This is an optimization exercise on Yosys and OpenROAD, whose aim is a short achievable clock period and few clock cycles, not a production implementation. Where RTL was checked, it was by simulation tests only, not by an equivalence proof against the original. Power and IR drop assume default switching activity.

==> try-quartz: inputs <==
==> flow/design.v <==
`timescale 1ns / 1ns
module br_cmp (
    input [31:0] a,
    input [31:0] b,
    input [2:0] f3,
    output reg taken
);
    wire eq = (a == b);
    wire lt = ($signed(a) < $signed(b));
    wire ltu = (a < b);
    always @(*) begin
        case (f3)
            3'b000:  taken = eq;
            3'b001:  taken = ~eq;
            3'b100:  taken = lt;
            3'b101:  taken = ~lt;
            3'b110:  taken = ltu;
            3'b111:  taken = ~ltu;
            default: taken = 1'b0;
        endcase
    end
endmodule
`timescale 1ns / 1ns
module datapath (
    input clk,
    input rst,
    input [31:0] data_in,
    input [31:0] inst_in,
    output [1:0] read_en,
    output [1:0] write_en,
    output [31:0] data_addr,
    output [31:0] inst_addr,
    output [31:0] data_out
);
    wire stall;                  
    wire redirect;               
    wire [31:0] redirect_pc;
    reg [31:0] rf[1:31];
    reg [31:0] pc;
    assign inst_addr = pc;
    wire [6:0] f_opc = inst_in[6:0];
    wire [2:0] f_f3 = inst_in[14:12];
    wire f_jal = (f_opc == 7'b1101111);
    wire f_br = (f_opc == 7'b1100011);
    wire f_same = (inst_in[19:15] == inst_in[24:20]);
    reg f_hint;
    always @(*) begin
        case (f_f3)
            3'b000:  f_hint = f_same;                   
            3'b001:  f_hint = ~f_same;                  
            3'b100:  f_hint = ~f_same;                  
            3'b101:  f_hint = 1'b1;                     
            3'b110:  f_hint = ~f_same;                  
            3'b111:  f_hint = f_same | inst_in[31];     
            default: f_hint = 1'b0;
        endcase
    end
    wire f_take = f_jal | (f_br & (f_hint | (inst_in[31] & ~f_same)));
    wire [11:0] f_offb = {inst_in[31], inst_in[7], inst_in[30:25], inst_in[11:8]};                
    wire [19:0] f_offj = {inst_in[31], inst_in[19:12], inst_in[20], inst_in[30:21]};              
    wire [12:0] f_lowb = {1'b0, pc[12:1]} + {1'b0, f_offb};
    wire [20:0] f_lowj = {1'b0, pc[20:1]} + {1'b0, f_offj};
    wire [18:0] pc_hib = pc[31:13];
    wire [18:0] pc_hib_inc = pc[31:13] + 19'd1;
    wire [18:0] pc_hib_dec = pc[31:13] - 19'd1;
    wire [10:0] pc_hij = pc[31:21];
    wire [10:0] pc_hij_inc = pc[31:21] + 11'd1;
    wire [10:0] pc_hij_dec = pc[31:21] - 11'd1;
    wire [18:0] f_upb = (inst_in[31] == f_lowb[12]) ? pc_hib : (f_lowb[12] ? pc_hib_inc : pc_hib_dec);
    wire [10:0] f_upj = (inst_in[31] == f_lowj[20]) ? pc_hij : (f_lowj[20] ? pc_hij_inc : pc_hij_dec);
    wire [31:0] f_targb = {f_upb, f_lowb[11:0], 1'b0};
    wire [31:0] f_targj = {f_upj, f_lowj[19:0], 1'b0};
    wire [31:0] f_target = inst_in[3] ? f_targj : f_targb;
    wire [31:0] pc_seq = stall ? pc : pc + 32'd4;
    wire [31:0] pc_fetch = (f_take & ~stall) ? f_target : pc_seq;
    always @(posedge clk) begin
        if (rst) pc <= 32'd0;
        else if (redirect) pc <= redirect_pc;
        else pc <= pc_fetch;
    end
    reg d_valid, d_pred;
    reg [31:0] d_ir, d_pc;
    always @(posedge clk) begin
        if (rst | redirect) d_valid <= 1'b0;
        else if (~stall) d_valid <= 1'b1;
        if (~stall) begin
            d_ir <= inst_in;
            d_pc <= pc;
            d_pred <= f_take;
        end
    end
    wire [6:0] d_opc = d_ir[6:0];
    wire [2:0] d_f3 = d_ir[14:12];
    wire [4:0] d_rs1 = d_ir[19:15];
    wire [4:0] d_rs2 = d_ir[24:20];
    wire [4:0] d_rd = d_ir[11:7];
    wire d_lui = (d_opc == 7'b0110111);
    wire d_auipc = (d_opc == 7'b0010111);
    wire d_jal = (d_opc == 7'b1101111);
    wire d_jalr = (d_opc == 7'b1100111);
    wire d_br = (d_opc == 7'b1100011);
    wire d_ld = (d_opc == 7'b0000011);
    wire d_st = (d_opc == 7'b0100011);
    wire d_opi = (d_opc == 7'b0010011);
    wire d_opr = (d_opc == 7'b0110011);
    wire d_use1 = d_jalr | d_br | d_ld | d_st | d_opi | d_opr;
    wire d_use2 = d_br | d_opr;          
    wire d_we = (d_lui | d_auipc | d_jal | d_jalr | d_ld | d_opi | d_opr) & (|d_rd);
    wire [31:0] d_immi = {{20{d_ir[31]}}, d_ir[31:20]};
    wire [31:0] d_imms = {{20{d_ir[31]}}, d_ir[31:25], d_ir[11:7]};
    wire [31:0] d_immb = {{20{d_ir[31]}}, d_ir[7], d_ir[30:25], d_ir[11:8], 1'b0};
    wire [31:0] d_immu = {d_ir[31:12], 12'b0};
    reg w_we;
    reg [4:0] w_rd;
    reg [31:0] w_data;
    wire [31:0] d_r1 = (d_rs1 == 5'd0) ? 32'd0 :
                       (w_we && w_rd == d_rs1) ? w_data : rf[d_rs1];
    wire [31:0] d_r2 = (d_rs2 == 5'd0) ? 32'd0 :
                       (w_we && w_rd == d_rs2) ? w_data : rf[d_rs2];
    wire [31:0] d_a = d_lui ? 32'd0 : d_auipc ? d_pc : d_r1;
    wire [31:0] d_b = (d_opr | d_br) ? d_r2 :
                      (d_lui | d_auipc) ? d_immu :
                      d_st ? d_imms : d_immi;
    wire [31:0] d_pc4 = d_pc + 32'd4;
    wire [31:0] d_alt = d_pred ? d_pc4 : d_pc + d_immb;
    reg e_we, e_ld;
    reg [4:0] e_rd;
    reg m_we;
    reg [4:0] m_rd;
    assign stall = d_valid & e_ld & e_we &
                   ((d_use1 & (d_rs1 == e_rd)) | (d_use2 & (d_rs2 == e_rd)));
    wire d_a_reg = d_use1 & (|d_rs1);
    wire d_b_reg = d_use2 & (|d_rs2);
    wire d_s_reg = d_st & (|d_rs2);
    wire e_hit1 = e_we & (e_rd == d_rs1);
    wire e_hit2 = e_we & (e_rd == d_rs2);
    wire m_hit1 = m_we & (m_rd == d_rs1);
    wire m_hit2 = m_we & (m_rd == d_rs2);
    wire d_alu = d_opi | d_opr;
    wire d_sub = (d_opr & d_f3 == 3'b000 & d_ir[30]) | (d_alu & (d_f3 == 3'b010 | d_f3 == 3'b011)) | d_br;
    wire d_link = d_jal | d_jalr;
    wire d_sel_add = ~d_link & (~d_alu | d_f3 == 3'b000);
    wire d_sel_sll = d_alu & d_f3 == 3'b001;
    wire d_sel_slt = d_alu & d_f3 == 3'b010;
    wire d_sel_sltu = d_alu & d_f3 == 3'b011;
    wire d_sel_xor = d_alu & d_f3 == 3'b100;
    wire d_sel_sr = d_alu & d_f3 == 3'b101;
    wire d_sel_or = d_alu & d_f3 == 3'b110;
    wire d_sel_and = d_alu & d_f3 == 3'b111;
    wire [1:0] d_rsize = (d_f3 == 3'b000 | d_f3 == 3'b100) ? 2'b01 :
                         (d_f3 == 3'b001 | d_f3 == 3'b101) ? 2'b10 :
                         (d_f3 == 3'b010) ? 2'b11 : 2'b00;
    wire [1:0] d_wsize = (d_f3 == 3'b000) ? 2'b01 :
                         (d_f3 == 3'b001) ? 2'b10 :
                         (d_f3 == 3'b010) ? 2'b11 : 2'b00;
    wire d_go = d_valid & ~stall & ~redirect;
    reg e_st, e_br, e_jalr, e_pred;
    reg [1:0] e_size;
    reg e_sign;
    reg [2:0] e_f3;
    reg e_sub, e_arith;
    reg e_sel_add, e_sel_sll, e_sel_slt, e_sel_sltu, e_sel_xor, e_sel_sr, e_sel_or, e_sel_and, e_sel_link;
    reg e_fa_e, e_fa_m, e_fb_e, e_fb_m, e_fs_e, e_fs_l, e_fs_m;
    reg [31:0] e_a, e_b, e_s, e_pc4, e_alt;
    always @(posedge clk) begin
        if (rst | ~d_go) begin
            e_we <= 1'b0;
            e_ld <= 1'b0;
            e_st <= 1'b0;
            e_br <= 1'b0;
            e_jalr <= 1'b0;
        end else begin
            e_we <= d_we;
            e_ld <= d_ld;
            e_st <= d_st;
            e_br <= d_br;
            e_jalr <= d_jalr;
        end
        e_rd <= d_rd;
        e_pred <= d_pred;
        e_size <= d_ld ? d_rsize : d_wsize;
        e_sign <= ~d_f3[2];
        e_f3 <= d_f3;
        e_sub <= d_sub;
        e_arith <= d_ir[30];
        e_sel_add <= d_sel_add;
        e_sel_sll <= d_sel_sll;
        e_sel_slt <= d_sel_slt;
        e_sel_sltu <= d_sel_sltu;
        e_sel_xor <= d_sel_xor;
        e_sel_sr <= d_sel_sr;
        e_sel_or <= d_sel_or;
        e_sel_and <= d_sel_and;
        e_sel_link <= d_link;
        e_fa_e <= d_a_reg & e_hit1;
        e_fa_m <= d_a_reg & ~e_hit1 & m_hit1;
        e_fb_e <= d_b_reg & e_hit2;
        e_fb_m <= d_b_reg & ~e_hit2 & m_hit2;
        e_fs_e <= d_s_reg & e_hit2 & ~e_ld;
        e_fs_l <= d_s_reg & e_hit2 & e_ld;
        e_fs_m <= d_s_reg & ~e_hit2 & m_hit2;
        e_a <= d_a;
        e_b <= d_b;
        e_s <= d_r2;
        e_pc4 <= d_pc4;
        e_alt <= d_alt;
    end
    reg [31:0] m_res;
    reg m_ld, m_sign;
    reg [1:0] m_rden, m_wren;
    wire [31:0] ld_ext;
    wire [31:0] a = e_fa_e ? m_res : e_fa_m ? w_data : e_a;
    wire [31:0] b = e_fb_e ? m_res : e_fb_m ? w_data : e_b;
    wire [31:0] s = e_fs_e ? m_res : e_fs_l ? ld_ext : e_fs_m ? w_data : e_s;
    wire [32:0] sum = {1'b0, a} + {1'b0, b ^ {32{e_sub}}} + {32'd0, e_sub};
    wire ltu = ~sum[32];
    wire lt = (a[31] ^ b[31]) ? a[31] : sum[31];
    wire [31:0] sll = a << b[4:0];
    wire [32:0] sr33 = $signed({e_arith & a[31], a}) >>> b[4:0];
    wire [31:0] e_result =
        ({32{e_sel_add}} & sum[31:0]) |
        ({32{e_sel_sll}} & sll) |
        ({32{e_sel_slt}} & {31'd0, lt}) |
        ({32{e_sel_sltu}} & {31'd0, ltu}) |
        ({32{e_sel_xor}} & (a ^ b)) |
        ({32{e_sel_sr}} & sr33[31:0]) |
        ({32{e_sel_or}} & (a | b)) |
        ({32{e_sel_and}} & (a & b)) |
        ({32{e_sel_link}} & e_pc4);
    wire t_ee, t_em, t_er, t_me, t_mm, t_mr, t_re, t_rm, t_rr;
    br_cmp c_ee (.a(m_res),  .b(m_res),  .f3(e_f3), .taken(t_ee));
    br_cmp c_em (.a(m_res),  .b(w_data), .f3(e_f3), .taken(t_em));
    br_cmp c_er (.a(m_res),  .b(e_b),    .f3(e_f3), .taken(t_er));
    br_cmp c_me (.a(w_data), .b(m_res),  .f3(e_f3), .taken(t_me));
    br_cmp c_mm (.a(w_data), .b(w_data), .f3(e_f3), .taken(t_mm));
    br_cmp c_mr (.a(w_data), .b(e_b),    .f3(e_f3), .taken(t_mr));
    br_cmp c_re (.a(e_a),    .b(m_res),  .f3(e_f3), .taken(t_re));
    br_cmp c_rm (.a(e_a),    .b(w_data), .f3(e_f3), .taken(t_rm));
    br_cmp c_rr (.a(e_a),    .b(e_b),    .f3(e_f3), .taken(t_rr));
    wire e_fa_r = ~e_fa_e & ~e_fa_m;
    wire e_fb_r = ~e_fb_e & ~e_fb_m;
    wire taken = (e_fa_e & e_fb_e & t_ee) | (e_fa_e & e_fb_m & t_em) | (e_fa_e & e_fb_r & t_er) |
                 (e_fa_m & e_fb_e & t_me) | (e_fa_m & e_fb_m & t_mm) | (e_fa_m & e_fb_r & t_mr) |
                 (e_fa_r & e_fb_e & t_re) | (e_fa_r & e_fb_m & t_rm) | (e_fa_r & e_fb_r & t_rr);
    wire [31:0] j_e = m_res + e_b;
    wire [31:0] j_m = w_data + e_b;
    wire [31:0] j_r = e_a + e_b;
    wire [31:0] j_target = e_fa_e ? j_e : e_fa_m ? j_m : j_r;
    assign redirect = (e_br & (taken ^ e_pred)) | e_jalr;
    assign redirect_pc = e_jalr ? {j_target[31:1], 1'b0} : e_alt;
    reg [31:0] m_sd;
    always @(posedge clk) begin
        if (rst) begin
            m_we <= 1'b0;
            m_ld <= 1'b0;
            m_rden <= 2'b00;
            m_wren <= 2'b00;
        end else begin
            m_we <= e_we;
            m_ld <= e_ld;
            m_rden <= e_ld ? e_size : 2'b00;
            m_wren <= e_st ? e_size : 2'b00;
        end
        m_rd <= e_rd;
        m_sign <= e_sign;
        m_res <= e_result;
        m_sd <= s;
    end
    assign data_addr = m_res;
    assign data_out = m_sd;
    assign read_en = m_rden;
    assign write_en = m_wren;
    assign ld_ext = (m_sign & m_rden == 2'b01) ? {{24{data_in[7]}}, data_in[7:0]} :
                    (m_sign & m_rden == 2'b10) ? {{16{data_in[15]}}, data_in[15:0]} :
                    data_in;
    always @(posedge clk) begin
        if (rst) w_we <= 1'b0;
        else w_we <= m_we;
        w_rd <= m_rd;
        w_data <= m_ld ? ld_ext : m_res;
    end
    always @(posedge clk) begin
        if (w_we) rf[w_rd] <= w_data;
    end
endmodule
==> flow/flow/run.sh <==
#!/bin/bash
set -euo pipefail
MARGIN=7
sed -E "s/SETUP_SLACK_MARGIN=[0-9.]+/SETUP_SLACK_MARGIN=${MARGIN}/" standard.sh > standard_margin.sh
grep -q "SETUP_SLACK_MARGIN=${MARGIN}" standard_margin.sh
bash standard_margin.sh > make_finish.log 2>&1
==> flow/standard.sh <==
#!/bin/bash
# synth_recipe.tcl (not shown) runs the flow's synth.tcl, then flattens the netlist and writes it again
# the make line also repeats each setting of config.mk as NAME=value (left out here)
make -C /OpenROAD-flow-scripts/flow DESIGN_CONFIG=/design/flow/config.mk WORK_HOME=/design/flow/orfs CLKGATE_MAP_FILE= SYNTH_SCRIPT=/design/flow/synth_recipe.tcl "${@:-finish}"
==> flow/config.mk <==
export PLATFORM = sky130hd
export DESIGN_NAME = datapath
export DESIGN_NICKNAME = datapath
export VERILOG_FILES = /design/flow/design.v
export SDC_FILE = /design/flow/constraint.sdc
export NUM_CORES = 4
export LEC_CHECK = 0
export ABC_CLOCK_PERIOD_IN_PS = 3000
export CAP_MARGIN = 20
export CORE_MARGIN = 2
export CORE_UTILIZATION = 40
export PLACE_DENSITY = 0.6
export SETUP_SLACK_MARGIN = 5
export SLEW_MARGIN = 20
==> flow/constraint.sdc <==
create_clock -name core_clock -period 10.0 [get_ports {clk}]
set_input_delay 2.0000 -clock core_clock [delete_from_list [all_inputs] [get_ports {clk}]]
set_output_delay 2.0000 -clock core_clock [all_outputs]
set_load 0.01 [all_outputs]
==> try-yarrow (differences from try-quartz) <==
--- a/flow/design.v
+++ b/flow/design.v
@@ -22,4 +22,28 @@
 endmodule
 `timescale 1ns / 1ns
+module ks_add #(
+    parameter W = 32
+) (
+    input  [W-1:0] a,
+    input  [W-1:0] b,
+    output [W-1:0] s
+);
+    wire [W-1:0] ones = {W{1'b1}};
+    wire [W-1:0] g0 = a & b;
+    wire [W-1:0] p0 = a ^ b;
+    wire [W-1:0] g1 = g0 | (p0 & (g0 << 1));
+    wire [W-1:0] q1 = p0 & ((p0 << 1) | ~(ones << 1));
+    wire [W-1:0] g2 = g1 | (q1 & (g1 << 2));
+    wire [W-1:0] q2 = q1 & ((q1 << 2) | ~(ones << 2));
+    wire [W-1:0] g3 = g2 | (q2 & (g2 << 4));
+    wire [W-1:0] q3 = q2 & ((q2 << 4) | ~(ones << 4));
+    wire [W-1:0] g4 = g3 | (q3 & (g3 << 8));
+    wire [W-1:0] q4 = q3 & ((q3 << 8) | ~(ones << 8));
+    wire [W-1:0] g5 = g4 | (q4 & (g4 << 16));
+    wire [W-1:0] q5 = q4 & ((q4 << 16) | ~(ones << 16));
+    wire [W-1:0] g6 = g5 | (q5 & (g5 << 32));
+    assign s = p0 ^ (g6 << 1);
+endmodule
+`timescale 1ns / 1ns
 module datapath (
     input clk,
@@ -34,6 +58,8 @@
 );
     wire stall;                  
-    wire redirect;               
+    wire mispredict;             
     wire [31:0] redirect_pc;
+    reg redirect;                
+    reg [31:0] redirect_q;
     reg [31:0] rf[1:31];
     reg [31:0] pc;
@@ -57,18 +83,9 @@
     end
     wire f_take = f_jal | (f_br & (f_hint | (inst_in[31] & ~f_same)));
-    wire [11:0] f_offb = {inst_in[31], inst_in[7], inst_in[30:25], inst_in[11:8]};                
-    wire [19:0] f_offj = {inst_in[31], inst_in[19:12], inst_in[20], inst_in[30:21]};              
-    wire [12:0] f_lowb = {1'b0, pc[12:1]} + {1'b0, f_offb};
-    wire [20:0] f_lowj = {1'b0, pc[20:1]} + {1'b0, f_offj};
-    wire [18:0] pc_hib = pc[31:13];
-    wire [18:0] pc_hib_inc = pc[31:13] + 19'd1;
-    wire [18:0] pc_hib_dec = pc[31:13] - 19'd1;
-    wire [10:0] pc_hij = pc[31:21];
-    wire [10:0] pc_hij_inc = pc[31:21] + 11'd1;
-    wire [10:0] pc_hij_dec = pc[31:21] - 11'd1;
-    wire [18:0] f_upb = (inst_in[31] == f_lowb[12]) ? pc_hib : (f_lowb[12] ? pc_hib_inc : pc_hib_dec);
-    wire [10:0] f_upj = (inst_in[31] == f_lowj[20]) ? pc_hij : (f_lowj[20] ? pc_hij_inc : pc_hij_dec);
-    wire [31:0] f_targb = {f_upb, f_lowb[11:0], 1'b0};
-    wire [31:0] f_targj = {f_upj, f_lowj[19:0], 1'b0};
+    wire [31:0] f_immb = {{20{inst_in[31]}}, inst_in[7], inst_in[30:25], inst_in[11:8], 1'b0};
+    wire [31:0] f_immj = {{12{inst_in[31]}}, inst_in[19:12], inst_in[20], inst_in[30:21], 1'b0};
+    wire [31:0] f_targb, f_targj;
+    ks_add #(.W(32)) f_add_b (.a(pc), .b(f_immb), .s(f_targb));
+    ks_add #(.W(32)) f_add_j (.a(pc), .b(f_immj), .s(f_targj));
     wire [31:0] f_target = inst_in[3] ? f_targj : f_targb;
     wire [31:0] pc_seq = stall ? pc : pc + 32'd4;
@@ -76,5 +93,5 @@
     always @(posedge clk) begin
         if (rst) pc <= 32'd0;
-        else if (redirect) pc <= redirect_pc;
+        else if (redirect) pc <= redirect_q;
         else pc <= pc_fetch;
     end
@@ -213,5 +230,7 @@
     wire [31:0] b = e_fb_e ? m_res : e_fb_m ? w_data : e_b;
     wire [31:0] s = e_fs_e ? m_res : e_fs_l ? ld_ext : e_fs_m ? w_data : e_s;
-    wire [32:0] sum = {1'b0, a} + {1'b0, b ^ {32{e_sub}}} + {32'd0, e_sub};
+    wire [33:0] sum_x;
+    ks_add #(.W(34)) alu_add (.a({1'b0, a, e_sub}), .b({1'b0, b ^ {32{e_sub}}, e_sub}), .s(sum_x));
+    wire [32:0] sum = sum_x[33:1];
     wire ltu = ~sum[32];
     wire lt = (a[31] ^ b[31]) ? a[31] : sum[31];
@@ -243,10 +262,16 @@
                  (e_fa_m & e_fb_e & t_me) | (e_fa_m & e_fb_m & t_mm) | (e_fa_m & e_fb_r & t_mr) |
                  (e_fa_r & e_fb_e & t_re) | (e_fa_r & e_fb_m & t_rm) | (e_fa_r & e_fb_r & t_rr);
-    wire [31:0] j_e = m_res + e_b;
-    wire [31:0] j_m = w_data + e_b;
-    wire [31:0] j_r = e_a + e_b;
+    wire [31:0] j_e, j_m, j_r;
+    ks_add #(.W(32)) j_add_e (.a(m_res), .b(e_b), .s(j_e));
+    ks_add #(.W(32)) j_add_m (.a(w_data), .b(e_b), .s(j_m));
+    ks_add #(.W(32)) j_add_r (.a(e_a), .b(e_b), .s(j_r));
     wire [31:0] j_target = e_fa_e ? j_e : e_fa_m ? j_m : j_r;
-    assign redirect = (e_br & (taken ^ e_pred)) | e_jalr;
+    assign mispredict = ((e_br & (taken ^ e_pred)) | e_jalr) & ~redirect;
     assign redirect_pc = e_jalr ? {j_target[31:1], 1'b0} : e_alt;
+    always @(posedge clk) begin
+        if (rst) redirect <= 1'b0;
+        else redirect <= mispredict;
+        redirect_q <= redirect_pc;
+    end
     reg [31:0] m_sd;
     always @(posedge clk) begin
@@ -257,8 +282,8 @@
             m_wren <= 2'b00;
         end else begin
-            m_we <= e_we;
-            m_ld <= e_ld;
-            m_rden <= e_ld ? e_size : 2'b00;
-            m_wren <= e_st ? e_size : 2'b00;
+            m_we <= e_we & ~redirect;
+            m_ld <= e_ld & ~redirect;
+            m_rden <= (e_ld & ~redirect) ? e_size : 2'b00;
+            m_wren <= (e_st & ~redirect) ? e_size : 2'b00;
         end
         m_rd <= e_rd;
==> flow/flow/run.sh (replaced) <==
#!/bin/bash
set -euo pipefail
MARGIN=7
sed -E "s/SETUP_SLACK_MARGIN=[0-9.]+/SETUP_SLACK_MARGIN=${MARGIN} MATCH_CELL_FOOTPRINT=0/" standard.sh > standard_margin.sh
grep -q "SETUP_SLACK_MARGIN=${MARGIN} MATCH_CELL_FOOTPRINT=0" standard_margin.sh
bash standard_margin.sh > make_finish.log 2>&1
Settings changed: CORE_UTILIZATION 40 to 45, PLACE_DENSITY 0.6 to 0.65.
==> try-maple (differences from try-quartz) <==
--- a/flow/design.v
+++ b/flow/design.v
@@ -22,4 +22,28 @@
 endmodule
 `timescale 1ns / 1ns
+module ks_add #(
+    parameter W = 32
+) (
+    input  [W-1:0] a,
+    input  [W-1:0] b,
+    output [W-1:0] s
+);
+    wire [W-1:0] ones = {W{1'b1}};
+    wire [W-1:0] g0 = a & b;
+    wire [W-1:0] p0 = a ^ b;
+    wire [W-1:0] g1 = g0 | (p0 & (g0 << 1));
+    wire [W-1:0] q1 = p0 & ((p0 << 1) | ~(ones << 1));
+    wire [W-1:0] g2 = g1 | (q1 & (g1 << 2));
+    wire [W-1:0] q2 = q1 & ((q1 << 2) | ~(ones << 2));
+    wire [W-1:0] g3 = g2 | (q2 & (g2 << 4));
+    wire [W-1:0] q3 = q2 & ((q2 << 4) | ~(ones << 4));
+    wire [W-1:0] g4 = g3 | (q3 & (g3 << 8));
+    wire [W-1:0] q4 = q3 & ((q3 << 8) | ~(ones << 8));
+    wire [W-1:0] g5 = g4 | (q4 & (g4 << 16));
+    wire [W-1:0] q5 = q4 & ((q4 << 16) | ~(ones << 16));
+    wire [W-1:0] g6 = g5 | (q5 & (g5 << 32));
+    assign s = p0 ^ (g6 << 1);
+endmodule
+`timescale 1ns / 1ns
 module datapath (
     input clk,
@@ -34,6 +58,8 @@
 );
     wire stall;                  
-    wire redirect;               
+    wire mispredict;             
     wire [31:0] redirect_pc;
+    reg redirect;                
+    reg [31:0] redirect_q;
     reg [31:0] rf[1:31];
     reg [31:0] pc;
@@ -57,18 +83,9 @@
     end
     wire f_take = f_jal | (f_br & (f_hint | (inst_in[31] & ~f_same)));
-    wire [11:0] f_offb = {inst_in[31], inst_in[7], inst_in[30:25], inst_in[11:8]};                
-    wire [19:0] f_offj = {inst_in[31], inst_in[19:12], inst_in[20], inst_in[30:21]};              
-    wire [12:0] f_lowb = {1'b0, pc[12:1]} + {1'b0, f_offb};
-    wire [20:0] f_lowj = {1'b0, pc[20:1]} + {1'b0, f_offj};
-    wire [18:0] pc_hib = pc[31:13];
-    wire [18:0] pc_hib_inc = pc[31:13] + 19'd1;
-    wire [18:0] pc_hib_dec = pc[31:13] - 19'd1;
-    wire [10:0] pc_hij = pc[31:21];
-    wire [10:0] pc_hij_inc = pc[31:21] + 11'd1;
-    wire [10:0] pc_hij_dec = pc[31:21] - 11'd1;
-    wire [18:0] f_upb = (inst_in[31] == f_lowb[12]) ? pc_hib : (f_lowb[12] ? pc_hib_inc : pc_hib_dec);
-    wire [10:0] f_upj = (inst_in[31] == f_lowj[20]) ? pc_hij : (f_lowj[20] ? pc_hij_inc : pc_hij_dec);
-    wire [31:0] f_targb = {f_upb, f_lowb[11:0], 1'b0};
-    wire [31:0] f_targj = {f_upj, f_lowj[19:0], 1'b0};
+    wire [31:0] f_immb = {{20{inst_in[31]}}, inst_in[7], inst_in[30:25], inst_in[11:8], 1'b0};
+    wire [31:0] f_immj = {{12{inst_in[31]}}, inst_in[19:12], inst_in[20], inst_in[30:21], 1'b0};
+    wire [31:0] f_targb, f_targj;
+    ks_add #(.W(32)) f_add_b (.a(pc), .b(f_immb), .s(f_targb));
+    ks_add #(.W(32)) f_add_j (.a(pc), .b(f_immj), .s(f_targj));
     wire [31:0] f_target = inst_in[3] ? f_targj : f_targb;
     wire [31:0] pc_seq = stall ? pc : pc + 32'd4;
@@ -76,5 +93,5 @@
     always @(posedge clk) begin
         if (rst) pc <= 32'd0;
-        else if (redirect) pc <= redirect_pc;
+        else if (redirect) pc <= redirect_q;
         else pc <= pc_fetch;
     end
@@ -213,5 +230,7 @@
     wire [31:0] b = e_fb_e ? m_res : e_fb_m ? w_data : e_b;
     wire [31:0] s = e_fs_e ? m_res : e_fs_l ? ld_ext : e_fs_m ? w_data : e_s;
-    wire [32:0] sum = {1'b0, a} + {1'b0, b ^ {32{e_sub}}} + {32'd0, e_sub};
+    wire [33:0] sum_x;
+    ks_add #(.W(34)) alu_add (.a({1'b0, a, e_sub}), .b({1'b0, b ^ {32{e_sub}}, e_sub}), .s(sum_x));
+    wire [32:0] sum = sum_x[33:1];
     wire ltu = ~sum[32];
     wire lt = (a[31] ^ b[31]) ? a[31] : sum[31];
@@ -243,10 +262,16 @@
                  (e_fa_m & e_fb_e & t_me) | (e_fa_m & e_fb_m & t_mm) | (e_fa_m & e_fb_r & t_mr) |
                  (e_fa_r & e_fb_e & t_re) | (e_fa_r & e_fb_m & t_rm) | (e_fa_r & e_fb_r & t_rr);
-    wire [31:0] j_e = m_res + e_b;
-    wire [31:0] j_m = w_data + e_b;
-    wire [31:0] j_r = e_a + e_b;
+    wire [31:0] j_e, j_m, j_r;
+    ks_add #(.W(32)) j_add_e (.a(m_res), .b(e_b), .s(j_e));
+    ks_add #(.W(32)) j_add_m (.a(w_data), .b(e_b), .s(j_m));
+    ks_add #(.W(32)) j_add_r (.a(e_a), .b(e_b), .s(j_r));
     wire [31:0] j_target = e_fa_e ? j_e : e_fa_m ? j_m : j_r;
-    assign redirect = (e_br & (taken ^ e_pred)) | e_jalr;
+    assign mispredict = ((e_br & (taken ^ e_pred)) | e_jalr) & ~redirect;
     assign redirect_pc = e_jalr ? {j_target[31:1], 1'b0} : e_alt;
+    always @(posedge clk) begin
+        if (rst) redirect <= 1'b0;
+        else redirect <= mispredict;
+        redirect_q <= redirect_pc;
+    end
     reg [31:0] m_sd;
     always @(posedge clk) begin
@@ -257,8 +282,8 @@
             m_wren <= 2'b00;
         end else begin
-            m_we <= e_we;
-            m_ld <= e_ld;
-            m_rden <= e_ld ? e_size : 2'b00;
-            m_wren <= e_st ? e_size : 2'b00;
+            m_we <= e_we & ~redirect;
+            m_ld <= e_ld & ~redirect;
+            m_rden <= (e_ld & ~redirect) ? e_size : 2'b00;
+            m_wren <= (e_st & ~redirect) ? e_size : 2'b00;
         end
         m_rd <= e_rd;
==> flow/flow/run.sh (replaced) <==
#!/bin/bash
set -euo pipefail
MARGIN=7
sed -E "s/SETUP_SLACK_MARGIN=[0-9.]+/SETUP_SLACK_MARGIN=${MARGIN} MATCH_CELL_FOOTPRINT=0/" standard.sh > standard_margin.sh
grep -q "SETUP_SLACK_MARGIN=${MARGIN} MATCH_CELL_FOOTPRINT=0" standard_margin.sh
bash standard_margin.sh > make_finish.log 2>&1
Settings changed: ABC_CLOCK_PERIOD_IN_PS 3000 to 2000.
==> comparison table <==
Outcome: try-yarrow no timing/DRC/antenna violations; try-quartz no timing/DRC/antenna violations; try-maple no timing/DRC/antenna violations
Final non-filler cell total: try-yarrow 10378; try-quartz 9792; try-maple 10624
Met2 WL post-DR: try-yarrow 164000 µm; try-quartz 152000 µm; try-maple 167000 µm
Number of antenna violations at the first check in global routing: try-yarrow 22; try-quartz 21; try-maple 20
Crit start category: try-yarrow flip-flop; try-quartz input pin; try-maple flip-flop
Register share of the cell area: try-yarrow 37.4%; try-quartz 39.6%; try-maple 37.6%
Final antenna diode count: try-yarrow 12; try-quartz 7; try-maple 10
Synth cell types: try-yarrow 93; try-quartz 92; try-maple 93
Average wire length per cell after detail routing: try-yarrow 35.0 µm; try-quartz 34.0 µm; try-maple 34.5 µm
Adder and majority gate portion of the synthesized area: try-yarrow 7.35%; try-quartz 6.96%; try-maple 7.35%
Routed length on met1: try-yarrow 128000 µm; try-quartz 123000 µm; try-maple 139000 µm
Power density relative to cell area: try-yarrow 191 nW/µm²; try-quartz 184 nW/µm²; try-maple 190 nW/µm²
Met2 usage: try-yarrow 57.1%; try-quartz 49.6%; try-maple 51.8%
Critical path depth in cells: try-yarrow 20; try-quartz 25; try-maple 12
Classification of the worst setup path: try-yarrow reg -> reg; try-quartz in -> reg; try-maple reg -> reg
CTS-repair resized insts: try-yarrow 1383; try-quartz 1145; try-maple 1467
Testbench counts of try-yarrow, summed over its fixed seeds: cycles 96,728.
Testbench counts of try-maple, summed over its fixed seeds: cycles 96,728.
Only the layout flow was run in try-quartz; the RTL was not checked for function there.

port drivers added, routing unchanged:
The results above use ideal ports. As a check the final layouts listed here were re-extracted and re-timed, cells and wires unchanged. Step 1 assumes that a clkbuf_16 drives the clock port and a buf_2 every other input. Step 2 moves the port delays by t, midway between the first and last clock arrival at a register: inputs arrive t later, outputs are due t later. That takes back most of the time a late clock gives input paths. Slacks: ideal / step 1 / step 2; pairs: ideal / step 1.
| run | t (ns) | setup WS [ns] | latest minus earliest clock arrival (ns) | slew at the worst register clock pin (ns) | worst slew at a driven data input, ns |
|---|---|---|---|---|---|
| try-quartz | 0.913 | 4.652 / 4.687 / 3.774 | 0.074 / 0.074 | 0.07 / 0.07 | 0.16 |
| try-yarrow | 0.901 | 6.012 / 6.012 / 5.370 | 0.056 / 0.057 | 0.07 / 0.07 | 0.10 |
| try-maple | 0.919 | 6.144 / 6.144 / 5.344 | 0.041 / 0.042 | 0.07 / 0.07 | 0.11 |
After both steps every run listed still meets setup and hold. For try-quartz, which loses most, drivers alone change the setup slack by +0.035 ns; drivers and shift together by -0.878 ns.
